Source: an optimization exercise on an open RTL-to-GDS flow (aim: small area, a short achievable clock period and few clock cycles). Production flows keep margins and buffers that such runs may drop. Function was checked by simulation only, so behaviour that the tests miss may differ from the original. Power is estimated from default activity; no workload was simulated.

==> flow/design.v <==
module ALU(a, b, lt, eq);
	input[31:0] a, b;
	output lt, eq;
	wire[31:0] l0 = {a[31] & ~b[31], ~a[30:0] & b[30:0]};
	wire[31:0] e0 = ~(a ^ b);
	wire[15:0] l1, e1;
	wire[7:0] l2, e2;
	wire[3:0] l3, e3;
	wire[1:0] l4, e4;
	genvar i;
	generate
		for (i = 0; i < 16; i = i + 1) begin : g1
			assign l1[i] = l0[2*i+1] | (e0[2*i+1] & l0[2*i]);
			assign e1[i] = e0[2*i+1] & e0[2*i];
		end
		for (i = 0; i < 8; i = i + 1) begin : g2
			assign l2[i] = l1[2*i+1] | (e1[2*i+1] & l1[2*i]);
			assign e2[i] = e1[2*i+1] & e1[2*i];
		end
		for (i = 0; i < 4; i = i + 1) begin : g3
			assign l3[i] = l2[2*i+1] | (e2[2*i+1] & l2[2*i]);
			assign e3[i] = e2[2*i+1] & e2[2*i];
		end
		for (i = 0; i < 2; i = i + 1) begin : g4
			assign l4[i] = l3[2*i+1] | (e3[2*i+1] & l3[2*i]);
			assign e4[i] = e3[2*i+1] & e3[2*i];
		end
	endgenerate
	assign lt = l4[1] | (e4[1] & l4[0]);
	assign eq = e4[1] & e4[0];
endmodule
module adder32bit(a, b, cin, s);
	parameter N = 32;
	input[N-1:0] a, b;
	input cin;
	output[N-1:0] s;
	wire[N-1:0] g[0:5];
	wire[N-1:0] p[0:5];
	wire[N-1:0] p0 = a ^ b;
	assign g[0] = (a & b) | {{(N-1){1'b0}}, p0[0] & cin};
	assign p[0] = p0;
	genvar l, i;
	generate
		for (l = 0; l < 5; l = l + 1) begin : lvl
			for (i = 0; i < N; i = i + 1) begin : bitl
				if (i >= (1 << l)) begin : node
					assign g[l+1][i] = g[l][i] | (p[l][i] & g[l][i-(1<<l)]);
					assign p[l+1][i] = p[l][i] & p[l][i-(1<<l)];
				end else begin : pass
					assign g[l+1][i] = g[l][i];
					assign p[l+1][i] = p[l][i];
				end
			end
		end
	endgenerate
	assign s = p0 ^ {g[5][N-2:0], cin};
endmodule
module CPU(clk, rst, imem_addr, imem_rdata, dmem_addr, dmem_wdata, dmem_we, dmem_rdata);
	input clk, rst;
	output[31:0] imem_addr;
	input[31:0] imem_rdata;
	output[31:0] dmem_addr, dmem_wdata;
	output dmem_we;
	input[31:0] dmem_rdata;
	reg[31:0] eA, eB, eC;	 
	reg[4:0] eRd;
	reg eWe, eSt, eLd, eFwdLd, eBr, eJalr, ePred, eBrLt, eBrInv, eCin;
	reg eSelSum, eSelAnd, eSelOr, eSelXor, eSelSlt;
	reg[31:0] mRes, mData;
	reg[4:0] mRd;
	reg mWe, mSt, mLd;
	wire[31:0] sum;
	adder32bit aluAdd(eA, eB ^ {32{eCin}}, eCin, sum);
	wire[31:0] andv = eA & eB;
	wire[31:0] orv = eA | eB;
	wire[31:0] xorv = eA ^ eB;
	wire lt, eq;
	ALU cmp(eA, eB, lt, eq);
	wire selC = ~(eSelSum | eSelAnd | eSelOr | eSelXor | eSelSlt);
	wire[31:0] eRes = ({32{eSelSum}} & sum) | ({32{eSelAnd}} & andv) | ({32{eSelOr}} & orv) |
			({32{eSelXor}} & xorv) | {31'b0, eSelSlt & lt} | ({32{selC}} & eC);
	wire taken = (eBrLt ? lt : eq) ^ eBrInv;
	wire redirect = eJalr | (eBr & (taken ^ ePred));
	wire[31:0] redirPC = eJalr ? sum : eC;
	assign dmem_addr = mRes;
	assign dmem_wdata = mData;
	assign dmem_we = mSt;
	wire[31:0] mWb = mLd ? dmem_rdata : mRes;
	reg[31:0] rf[1:31];
	always @(posedge clk)
		if (mWe)
			rf[mRd] <= mWb;
	reg[31:0] pc;
	assign imem_addr = pc;
	reg[31:0] dInst, dPC;
	reg dValid;
	wire[31:0] inst = dInst;
	wire[4:0] op = inst[6:2];
	wire[4:0] rd = inst[11:7];
	wire[2:0] f3 = inst[14:12];
	wire[4:0] rs1 = inst[19:15];
	wire[4:0] rs2 = inst[24:20];
	wire isR = op == 5'b01100;
	wire isI = op == 5'b00100;
	wire isLW = op == 5'b00000;
	wire isSW = op == 5'b01000;
	wire isBR = op == 5'b11000;
	wire isJAL = op == 5'b11011;
	wire isJALR = op == 5'b11001;
	wire isLUI = op == 5'b01101;
	wire isALU = isR | isI;
	wire use1 = isALU | isLW | isSW | isBR | isJALR;
	wire use2 = isR | isSW | isBR;
	reg[31:0] rf1, rf2;
	integer i;
	always @* begin
		rf1 = 32'd0;
		rf2 = 32'd0;
		for (i = 1; i < 32; i = i + 1) begin
			rf1 = rf1 | ({32{rs1 == i}} & rf[i]);
			rf2 = rf2 | ({32{rs2 == i}} & rf[i]);
		end
	end
	wire e1 = eWe & (eRd == rs1);
	wire e2 = eWe & (eRd == rs2);
	wire m1 = mWe & (mRd == rs1);
	wire m2 = mWe & (mRd == rs2);
	wire[31:0] rv1 = e1 ? eRes : m1 ? mWb : rf1;
	wire[31:0] rv2 = e2 ? eRes : m2 ? mWb : rf2;
	wire stall = dValid & eLd & ((e1 & use1) | (e2 & use2 & ~isSW));
	wire fwdLd = eLd & e2;
	wire[31:0] immI = {{20{inst[31]}}, inst[31:20]};
	wire[31:0] immS = {{20{inst[31]}}, inst[31:25], inst[11:7]};
	wire[31:0] immB = {{19{inst[31]}}, inst[31], inst[7], inst[30:25], inst[11:8], 1'b0};
	wire[31:0] immJ = {{11{inst[31]}}, inst[31], inst[19:12], inst[20], inst[30:21], 1'b0};
	wire[31:0] immU = {inst[31:12], 12'b0};
	wire inv = isR & inst[30] & (f3 == 3'b000);
	wire useImm = isI | isLW | isSW | isJALR;
	wire[31:0] bval = useImm ? (isSW ? immS : immI) : rv2;
	wire pred = dValid & (isJAL | (isBR & (inst[31] | (f3 == 3'b001))));
	wire[31:0] target;
	adder32bit tgtAdd(dPC, inst[2] ? immJ : immB, 1'b0, target);
	wire[31:0] altPC = pred ? pc : target;
	wire[31:0] cval = isSW ? rv2 : isLUI ? immU : (isJAL | isJALR) ? pc : altPC;
	wire[31:0] pc4 = pc + 32'd4;
	always @(posedge clk) begin
		if (rst)
			pc <= 32'd0;
		else if (redirect)
			pc <= redirPC;
		else if (!stall)
			pc <= pred ? target : pc4;
		if (rst | redirect | (pred & !stall))
			dValid <= 1'b0;
		else if (!stall)
			dValid <= 1'b1;
		if (!stall) begin
			dInst <= imem_rdata;
			dPC <= pc;
		end
		eA <= rv1;
		eB <= bval;
		eC <= cval;
		eRd <= rd;
		ePred <= pred;
		eBrLt <= f3[2];
		eBrInv <= f3[0];
		eCin <= inv;
		eSelSum <= (isALU & (f3 == 3'b000)) | isLW | isSW;
		eSelAnd <= isALU & (f3 == 3'b111);
		eSelOr <= isALU & (f3 == 3'b110);
		eSelXor <= isALU & (f3 == 3'b100);
		eSelSlt <= isALU & (f3 == 3'b010);
		eLd <= isLW;
		eFwdLd <= fwdLd;
		if (rst | redirect | stall | !dValid) begin
			eWe <= 1'b0;
			eSt <= 1'b0;
			eBr <= 1'b0;
			eJalr <= 1'b0;
		end else begin
			eWe <= ~(isSW | isBR) & (rd != 5'd0);
			eSt <= isSW;
			eBr <= isBR;
			eJalr <= isJALR;
		end
		mRes <= eRes;
		mData <= eFwdLd ? dmem_rdata : eC;
		mRd <= eRd;
		mLd <= eLd;
		if (rst) begin
			mWe <= 1'b0;
			mSt <= 1'b0;
		end else begin
			mWe <= eWe;
			mSt <= eSt;
		end
	end
endmodule
==> flow/flow/run.sh <==
#!/bin/bash
# Layout flow: the standard ORFS flow (standard.sh, standard synthesis and
# all steps unchanged) with two settings changed:
#  - the port buffers are plain buf_4 cells instead of delay buffers.
# make's full output goes to standard.log here; ORFS's own step logs are in orfs/logs.
set -euo pipefail
cd "$(dirname "$0")/.."
bash standard.sh SETUP_SLACK_MARGIN=6.6 "BUFFER_PORTS_ARGS=-buffer_cell sky130_fd_sc_hd__buf_4" finish > standard.log 2>&1
==> flow/standard.sh <==
#!/bin/bash
# synth_recipe.tcl (not shown) runs the flow's synth.tcl, then flattens the netlist and writes it again
# the make line also repeats each setting of config.mk as NAME=value (left out here)
make -C /OpenROAD-flow-scripts/flow DESIGN_CONFIG=/design/flow/config.mk WORK_HOME=/design/flow/orfs CLKGATE_MAP_FILE= SYNTH_SCRIPT=/design/flow/synth_recipe.tcl "${@:-finish}"
==> flow/config.mk <==
export PLATFORM = sky130hd
export DESIGN_NAME = CPU
export DESIGN_NICKNAME = CPU
export VERILOG_FILES = /design/flow/design.v
export SDC_FILE = /design/flow/constraint.sdc
export NUM_CORES = 4
export LEC_CHECK = 0
export CAP_MARGIN = 20
export CORE_AREA = 2.3 2.72 361.9 361.48
export CTS_CLUSTER_DIAMETER = 60
export CTS_CLUSTER_SIZE = 25
export DIE_AREA = 0 0 364.2 364.2
export PLACE_DENSITY = 0.7
export SLEW_MARGIN = 20
==> flow/constraint.sdc <==
create_clock -name core_clock -period 10.0 [get_ports {clk}]
set_input_delay 2.0000 -clock core_clock [delete_from_list [all_inputs] [get_ports {clk}]]
set_output_delay 2.0000 -clock core_clock [all_outputs]
set_load 0.01 [all_outputs]
==> flow_summary.json, run 1 <==
{
  "synth.distinct_cells": 84,
  "synth_edf_count": 1054,
  "areaGrowthSynthToFinish_pct": 20.3,
  "avgRoutedWirePerCell_um": 40.5,
  "synth_top_area_cell": "sky130_fd_sc_hd__edfxtp_1",
  "rows": 131,
  "totalWireLength_mm": 281,
  "layout_commonest_cell": "sky130_fd_sc_hd__edfxtp_1",
  "worst_path_class_setup": "flip-flop to flip-flop",
  "cts-htree-levels": 3,
  "grt_pass1_wl_mm": 377,
  "hold-worst-slack_ns": 0.386,
  "ys.warnings.count": 2,
  "tritoncts.num_buffers": 99,
  "layout-drive-gt1-share_pct": 24.1,
  "clock_insertion_delay_worst_skew_ns": 0.77,
  "layout_min_cycle_time_ns": 3.58,
  "peakVddDrop_uv": 147,
  "beginning_of_the_worst_register_to_register_path": "eCin$_DFF_P_",
  "buffers_on_ports": 160,
  "rsz0062_at_grt": "yes",
  "run_status": "finished clean",
  "timing.critical_path.from_type": "flip-flop",
  "setup_violations": 0,
  "synth_simple_gate_area_share_pct": 9.08,
  "globalplace.congestion": 0.991,
  "power_density_of_the_placed_cells_mw_per_mm2": 185,
  "setup_total_negative_slack_ns": 0,
  "final_cell_mix": "1054 x sky130_fd_sc_hd__edfxtp_1, 678 x sky130_fd_sc_hd__a22oi_1, 419 x sky130_fd_sc_hd__buf_4, 381 x sky130_fd_sc_hd__nand2_1, 207 x sky130_fd_sc_hd__nor2_1",
  "postSynthNetCount": 5071,
  "place.detailed.instances": 6558,
  "cts-root-buf": "sky130_fd_sc_hd__clkbuf_16",
  "critPathBufInv": 2,
  "die_area_mm2": 0.133,
  "num-fill-cells": 10300,
  "total_routing_resource_utilization_after_global_routing_pct": 40.8,
  "clock_sink_count": 1275,
  "xor_xnor_portion_of_the_synthesized_cell_area_pct": 2.00,
  "min_period_over_period_pct": 35.8,
  "delay_heaviest_family_cp": "compound AO/OA/AOI/OAI gates",
  "synth_top_area_share_pct": 53.6,
  "globalRoute.totalOverflow": 0,
  "post_synth_fa_ha_maj_area_fraction_pct": 3.39,
  "pin_count_of_the_biggest_net_entering_global_routing": 53,
  "critPathMostFrequentCell": "sky130_fd_sc_hd__a21o_1",
  "die_y_um": 364,
  "number_of_max_slew_violations_in_the_final_report": 0,
  "ios": 163,
  "clk_path_buf_depth": 3,
  "drc_errors": 0,
  "ctsHoldBuffers": 0,
  "highest_clock_frequency_the_design_can_meet_ghz": 0.279,
  "finish.cell_count_without_fillers": 6937,
  "critical_path.cell_chain": "buf_12 -> buf_16 -> xor2_1 -> ha_1 -> a21o_1 -> a21o_1 -> a311o_1 -> nor2b_4 -> o21ai_2 -> and4b_2 -> nor3_4 -> a221o_1 -> mux2_4 -> o21a_1",
  "avgViaCountPerCell": 7.55,
  "clkSlewWorstSetupHoldPaths_ns": 0.10,
  "worst_ep_arrival_time_ns": 4.21,
  "initialDrtViolationCount": 12500,
  "number_of_antenna_violations_at_the_first_check_in_global_routing": 19,
  "synth_seq_area_share_pct": 61.0,
  "synthCells": 4846,
  "vias": 52400,
  "synth-seq-cells": 1275,
  "synthMuxAreaShare_pct": 1.89,
  "tritoncts_clock_tree": "built",
  "leakagePower_nw": 25.0,
  "critPathLaunch": "eCin$_DFF_P_",
  "timing.final.hold_violations": 0,
  "worst_setup_path_end_kind": "flip-flop",
  "synth_compound_area_share_pct": 19.6,
  "fp.dieW_um": 364,
  "main_combinational_cell_family_by_area_after_synthesis": "compound AO/OA/AOI/OAI gates",
  "core_area_mm2": 0.128,
  "final_net_count": 5343,
  "maxSlewHeadroom_pct": 22.7,
  "async_reset_ff_share_pct": 0,
  "worst_slew_pin_slew_ns": 1.16,
  "drtAntennaViolNets": 0,
  "synthTopCellsByArea": "sky130_fd_sc_hd__edfxtp_1 54%, sky130_fd_sc_hd__a22oi_1 8.6%, sky130_fd_sc_hd__dfxtp_1 7.5%",
  "post_synth_instance_area_mm2": 0.0591,
  "maxCapViolations": 0,
  "holdCritPathClass": "flip-flop to flip-flop",
  "critPathMaxFanout": 6,
  "initial_core_util_pct": 46.2,
  "vias_in_the_first_global_route": 48100,
  "cp_data_required_time_ns": 10.63,
  "dp.final_hpwl_mm": 157,
  "postSynth.topFlopCell": "sky130_fd_sc_hd__edfxtp_1",
  "crit_slowest_cell": "sky130_fd_sc_hd__dfxtp_4",
  "min_from": "eLd$_DFF_P_",
  "skew_ns": 0.0453,
  "post_synth.cell_area_avg_um2": 12.2,
  "drtPass1Iterations": 14,
  "critical_path.max_stage_delay_ns": 0.39
}
-- registers in the layout, summed over array words and instances, names as in the netlist, 5 cells and up --
name and flops:
mRd 5, dInst 30, eA 32, mData 32, eB 32, eC 32, mRes 32, pc 32
rf 992, dPC 32, eRd 5
-- metal layers --
metal,global-route usage [%],wire length (µm)
met5,1.45,565
met4,31.6,30500
met3,19.3,51900
met2,56.9,112000
met1,48.2,86800
-- where the power goes --
group	leakage [nW]	switching, W	total (W)	internal (W)
logic	11.7	0.00161	0.00250	0.000883
clock network	1.72	0.00233	0.00435	0.00202
registers	11.5	0.000196	0.00629	0.00609
-- cell families (layout without fill, tap and decap cells) --
kind of cell | Yosys count | in the layout
XOR/XNOR | 135 | 135
flip-flops | 1275 | 1275
adder cells (fa/ha/maj) | 159 | 159
buffers and inverters | 456 | 813
multiplexers | 103 | 103
AO/OA/AOI/OAI | 1562 | 1562
AND/OR/NAND/NOR | 1156 | 1157
other | 0 | 4
-- per-stage QoR --
step                      utilization [%]  worst slack (ns)  area [µm²]  total power [W]
final                                55.5              6.42       71100           0.0131
after global routing                 55.5              6.37       71100           0.0134
after CTS                            53.8              6.46       68900           0.0127
after detailed placement             49.3              5.16       63100          0.00825
after global placement               49.3              5.16       63100          0.00823
after floorplan                         -              6.61       59100          0.00734
-- cell type report --
cell class              instances  area [µm²]  area share [%]
flip-flops and latches       1275       36200            50.9
repair buffers                496        4350            6.12
clock buffers                 104        2500            3.51
inverters                     130         493           0.693
multi-input cells            3116       24400            34.3
clock inverters                83        1040            1.47
diodes                          4        10.0          0.0141
well taps                    1729        2160            3.04
-- cell usage after synthesis, types with 16 or more instances --
master / n
sky130_fd_sc_hd__ha_1: 157
sky130_fd_sc_hd__a22o_1: 116
sky130_fd_sc_hd__mux2i_1: 33
sky130_fd_sc_hd__xnor2_1: 51
sky130_fd_sc_hd__a221o_1: 19
sky130_fd_sc_hd__nand3_1: 140
sky130_fd_sc_hd__buf_1: 36
sky130_fd_sc_hd__mux2_2: 70
sky130_fd_sc_hd__nand2b_1: 19
sky130_fd_sc_hd__and3_1: 18
sky130_fd_sc_hd__nor2_1: 306
sky130_fd_sc_hd__a21o_1: 38
sky130_fd_sc_hd__a22oi_1: 679
sky130_fd_sc_hd__inv_1: 129
sky130_fd_sc_hd__o22ai_1: 48
sky130_fd_sc_hd__nor3_1: 65
sky130_fd_sc_hd__xor2_1: 84
sky130_fd_sc_hd__o21ai_0: 106
sky130_fd_sc_hd__nor4_1: 32
sky130_fd_sc_hd__nand2_1: 390
sky130_fd_sc_hd__edfxtp_1: 1054
sky130_fd_sc_hd__a222oi_1: 62
sky130_fd_sc_hd__a31oi_1: 28
sky130_fd_sc_hd__a21oi_1: 150
sky130_fd_sc_hd__o21a_1: 16
sky130_fd_sc_hd__o211ai_1: 52
sky130_fd_sc_hd__a221oi_1: 138
sky130_fd_sc_hd__a211oi_1: 37
sky130_fd_sc_hd__clkbuf_1: 281
sky130_fd_sc_hd__dfxtp_1: 221
sky130_fd_sc_hd__nand4_1: 95
-- repair_timing --
action,4_1_cts,5_1_grt
setup buffers,108,71
pin swaps,78,111
setup endpoints to repair,182,152
cloned,6,3
gates resized for setup,291,311
endpoints found under the hold margin,0,0
-- worst paths after layout --
kind	endpoint	slack [ns]	cells after the start
min	mLd$_DFF_P_	0.39	0
max	eB[30]$_DFF_P_	6.42	14
min reg2reg	mLd$_DFF_P_	0.39	0
max reg2reg	eB[30]$_DFF_P_	6.42	14
Testbench counts, summed over its fixed seeds: cycles 311,396.
==> run 2, diff against run 1 <==
--- a/flow/flow/run.sh
+++ b/flow/flow/run.sh
@@ -7,2 +7,2 @@
 cd "$(dirname "$0")/.."
-bash standard.sh SETUP_SLACK_MARGIN=6.6 "BUFFER_PORTS_ARGS=-buffer_cell sky130_fd_sc_hd__buf_4" finish > standard.log 2>&1
+bash standard.sh SETUP_SLACK_MARGIN=6.8 "BUFFER_PORTS_ARGS=-buffer_cell sky130_fd_sc_hd__buf_4" finish > standard.log 2>&1
--- a/flow/config.mk
+++ b/flow/config.mk
@@ -10,3 +10,3 @@
 export CTS_CLUSTER_DIAMETER = 60
-export CTS_CLUSTER_SIZE = 25
+export CTS_CLUSTER_SIZE = 30
 export DIE_AREA = 0 0 364.2 364.2
==> flow_summary.json, run 2 <==
{
  "run_status": "finished clean",
  "drc_errors": 0,
  "worst_path_class_setup": "flip-flop to flip-flop",
  "post_synth_fa_ha_maj_area_fraction_pct": 3.39,
  "postSynth.topFlopCell": "sky130_fd_sc_hd__edfxtp_1",
  "postSynthNetCount": 5071,
  "globalRoute.totalOverflow": 0,
  "maxCapViolations": 0,
  "number_of_antenna_violations_at_the_first_check_in_global_routing": 20,
  "num-fill-cells": 9761,
  "holdCritPathClass": "flip-flop to flip-flop",
  "cts-root-buf": "sky130_fd_sc_hd__clkbuf_16",
  "clock_sink_count": 1275,
  "initialDrtViolationCount": 13600,
  "avgViaCountPerCell": 7.67,
  "drtPass1Iterations": 17,
  "totalWireLength_mm": 288,
  "highest_clock_frequency_the_design_can_meet_ghz": 0.280,
  "worst_setup_path_end_kind": "flip-flop",
  "timing.final.hold_violations": 0,
  "grt_pass1_wl_mm": 383,
  "buffers_on_ports": 160,
  "synth_commonest_cells": "1054 x sky130_fd_sc_hd__edfxtp_1, 679 x sky130_fd_sc_hd__a22oi_1, 390 x sky130_fd_sc_hd__nand2_1",
  "ios": 163,
  "die_y_um": 364,
  "synth_compound_area_share_pct": 19.6,
  "rsz0062_at_grt": "yes",
  "highest-signal-layer": "met5",
  "cts-htree-levels": 3,
  "vias_in_the_first_global_route": 49600,
  "tritoncts.num_buffers": 100,
  "post_synth.cell_area_avg_um2": 12.2,
  "final_cell_mix": "1054 x sky130_fd_sc_hd__edfxtp_1, 675 x sky130_fd_sc_hd__a22oi_1, 453 x sky130_fd_sc_hd__buf_4, 372 x sky130_fd_sc_hd__nand2_1, 200 x sky130_fd_sc_hd__nor2_1",
  "final_net_count": 5493,
  "clkSlewWorstSetupHoldPaths_ns": 0.08,
  "synth.distinct_cells": 84,
  "setup_total_negative_slack_ns": 0,
  "synthCells": 4846,
  "globalplace.congestion": 1.03,
  "clk_path_buf_depth": 3,
  "clock_insertion_delay_worst_skew_ns": 0.76,
  "vias": 54400,
  "initial_core_util_pct": 46.2,
  "setup_violations": 0,
  "async_reset_ff_share_pct": 0,
  "leakagePower_nw": 26.2,
  "min_period_over_period_pct": 35.7,
  "total_routing_resource_utilization_after_global_routing_pct": 41.3,
  "post_synth_instance_area_mm2": 0.0591,
  "pin_count_of_the_biggest_net_entering_global_routing": 53,
  "synth-seq-cells": 1275,
  "fp.dieW_um": 364,
  "timing.critical_path.from_type": "flip-flop",
  "synthMuxAreaShare_pct": 1.89,
  "avgRoutedWirePerCell_um": 40.6,
  "layout_commonest_cell": "sky130_fd_sc_hd__edfxtp_1",
  "tritoncts_clock_tree": "built",
  "number_of_max_slew_violations_in_the_final_report": 0,
  "synthTopCellsByArea": "sky130_fd_sc_hd__edfxtp_1 54%, sky130_fd_sc_hd__a22oi_1 8.6%, sky130_fd_sc_hd__dfxtp_1 7.5%",
  "synth_edf_count": 1054,
  "register_with_the_highest_flop_count": "rf",
  "synth_simple_gate_area_share_pct": 9.08,
  "layout_min_cycle_time_ns": 3.57,
  "synth_top_area_cell": "sky130_fd_sc_hd__edfxtp_1",
  "largest_register_ffs": 992,
  "areaGrowthSynthToFinish_pct": 25.4,
  "xor_xnor_portion_of_the_synthesized_cell_area_pct": 2.00,
  "skew_ns": 0.0598,
  "drtAntennaViolNets": 0,
  "multi_input_comb_area_mm2": 0.0253,
  "synth_seq_area_share_pct": 61.0,
  "worst_ep_arrival_time_ns": 4.13,
  "rows": 131,
  "peakVddDrop_uv": 135,
  "p_total_w": 0.0136,
  "main_combinational_cell_family_by_area_after_synthesis": "compound AO/OA/AOI/OAI gates",
  "die_area_mm2": 0.133,
  "synth.most_common_cell": "sky130_fd_sc_hd__edfxtp_1",
  "cp_data_required_time_ns": 10.56,
  "power_density_of_the_placed_cells_mw_per_mm2": 183,
  "met1_length_mm": 85.8,
  "synth_top_area_share_pct": 53.6,
  "core_area_mm2": 0.128,
  "routed-wl-met3_mm": 55.5,
  "detailroute.wirelength.met2_mm": 112,
  "area.sequential_mm2": 0.0364,
  "layout-drive-gt1-share_pct": 28.9,
  "critPathMaxFanout": 8,
  "worst_slew_pin_slew_ns": 1.15,
  "dp.final_hpwl_mm": 159,
  "ys.warnings.count": 2,
  "maxSlewHeadroom_pct": 23.6
}
==> run 2: repair_timing <==
item,in CTS,in global routing
endpoints found under the hold margin,0,0
buffers inserted,187,139
hold buffers,0,0
gates resized for setup,673,306
cloned,9,4
pin swaps,134,151
setup endpoints to repair,224,348
==> run 2: area by class of cell <==
class / instances / share of cell area, %
tap: 1729 / 2.92
inverter: 130 / 0.675
clock inverter: 80 / 1.43
clock buffer: 107 / 3.50
antenna: 10 / 0.0338
timing repair buffer: 643 / 8.17
multi-input combinational: 3118 / 34.2
sequential: 1275 / 49.1
==> run 2: logic make-up (layout without fill, tap and decap cells) <==
logic type | Yosys count | after routing
compound gates | 1562 | 1562
xor+xnor | 135 | 135
fa+ha+maj | 159 | 159
buf+inv | 456 | 960
flops | 1275 | 1275
mux | 103 | 103
other cells | 0 | 10
simple gates | 1156 | 1159
==> run 2: through the flow <==
step                      hold slack, ns  area [µm²]  std cells  utilization, %  setup WS [ns]
after floorplan                    0.344       59200       4846               -           6.80
after global placement             0.354       63100       6556            49.3           5.32
after detailed placement           0.357       63100       6556            49.3           5.33
after CTS                          0.368       71300       6939            55.7           6.55
after global routing               0.377       74100       7082            57.9           6.31
final                              0.371       74100       7092            57.9           6.43
==> run 2: worst paths after layout <==
path,slack (ns),depth (start not counted),startpoint,to
hold reg to reg,0.37,0,eLd$_DFF_P_,mLd$_DFF_P_
hold / removal,0.37,0,eLd$_DFF_P_,mLd$_DFF_P_
setup reg to reg,6.43,15,eCin$_DFF_P_,eB[24]$_DFF_P_
setup / recovery,6.43,15,eCin$_DFF_P_,eB[24]$_DFF_P_
==> run 2: worst max-delay path, cell delays in order (launching register included) <==
cell	delay, ns
sky130_fd_sc_hd__dfxtp_4	0.44
sky130_fd_sc_hd__buf_12	0.18
sky130_fd_sc_hd__xor2_2	0.15
sky130_fd_sc_hd__inv_1	0.07
sky130_fd_sc_hd__fa_2	0.38
sky130_fd_sc_hd__nor2b_4	0.12
sky130_fd_sc_hd__o31a_1	0.20
sky130_fd_sc_hd__o211ai_1	0.14
sky130_fd_sc_hd__buf_4	0.19
sky130_fd_sc_hd__a21boi_4	0.22
sky130_fd_sc_hd__nor3_2	0.08
sky130_fd_sc_hd__nor3_2	0.33
sky130_fd_sc_hd__xor2_2	0.18
sky130_fd_sc_hd__a221o_1	0.40
sky130_fd_sc_hd__mux2i_2	0.22
sky130_fd_sc_hd__a21oi_1	0.09
==> run 2: power by group <==
group	internal (W)	switching [W]	total (W)
logic	0.00108	0.00177	0.00285
clock network	0.00211	0.00231	0.00442
registers	0.00610	0.000201	0.00630
==> run 2: per-layer routing <==
| layer | track usage, % | vias to the layer above |
|---|---|---|
| li1 | - | 20100 |
| met1 | 47.1 | 25200 |
| met2 | 56.8 | 6643 |
| met3 | 21.5 | 2373 |
| met4 | 35.1 | 30 |
| met5 | 0 | - |

==> port drivers added, routing unchanged <==
In the flow no input, the clock included, has a driving cell. The finished layouts below were timed again as built, in two steps.
Step 1: set_driving_cell puts a clkbuf_16 on clk and a buf_2 on each other input, an assumption about the parent block.
Step 2, shift: input delay + t, output delay - t, t = (earliest + latest rising clock arrival at the registers) / 2. This alone moves slack from input paths to output paths.
Three values: ideal ports, drivers, drivers and shift; two values: the first two.
run	t, ns	slack for setup (ns)	worst hold slack (ns)
run 1	0.822	6.418 / 6.418 / 5.851	0.386 / 0.386 / 0.386
run 2	0.799	6.434 / 6.434 / 5.976	0.371 / 0.371 / 0.371
After both steps every run listed still meets setup and hold. The setup slack of run 1, which loses most, moves by 0.000 ns with the drivers and by -0.567 ns with both steps.
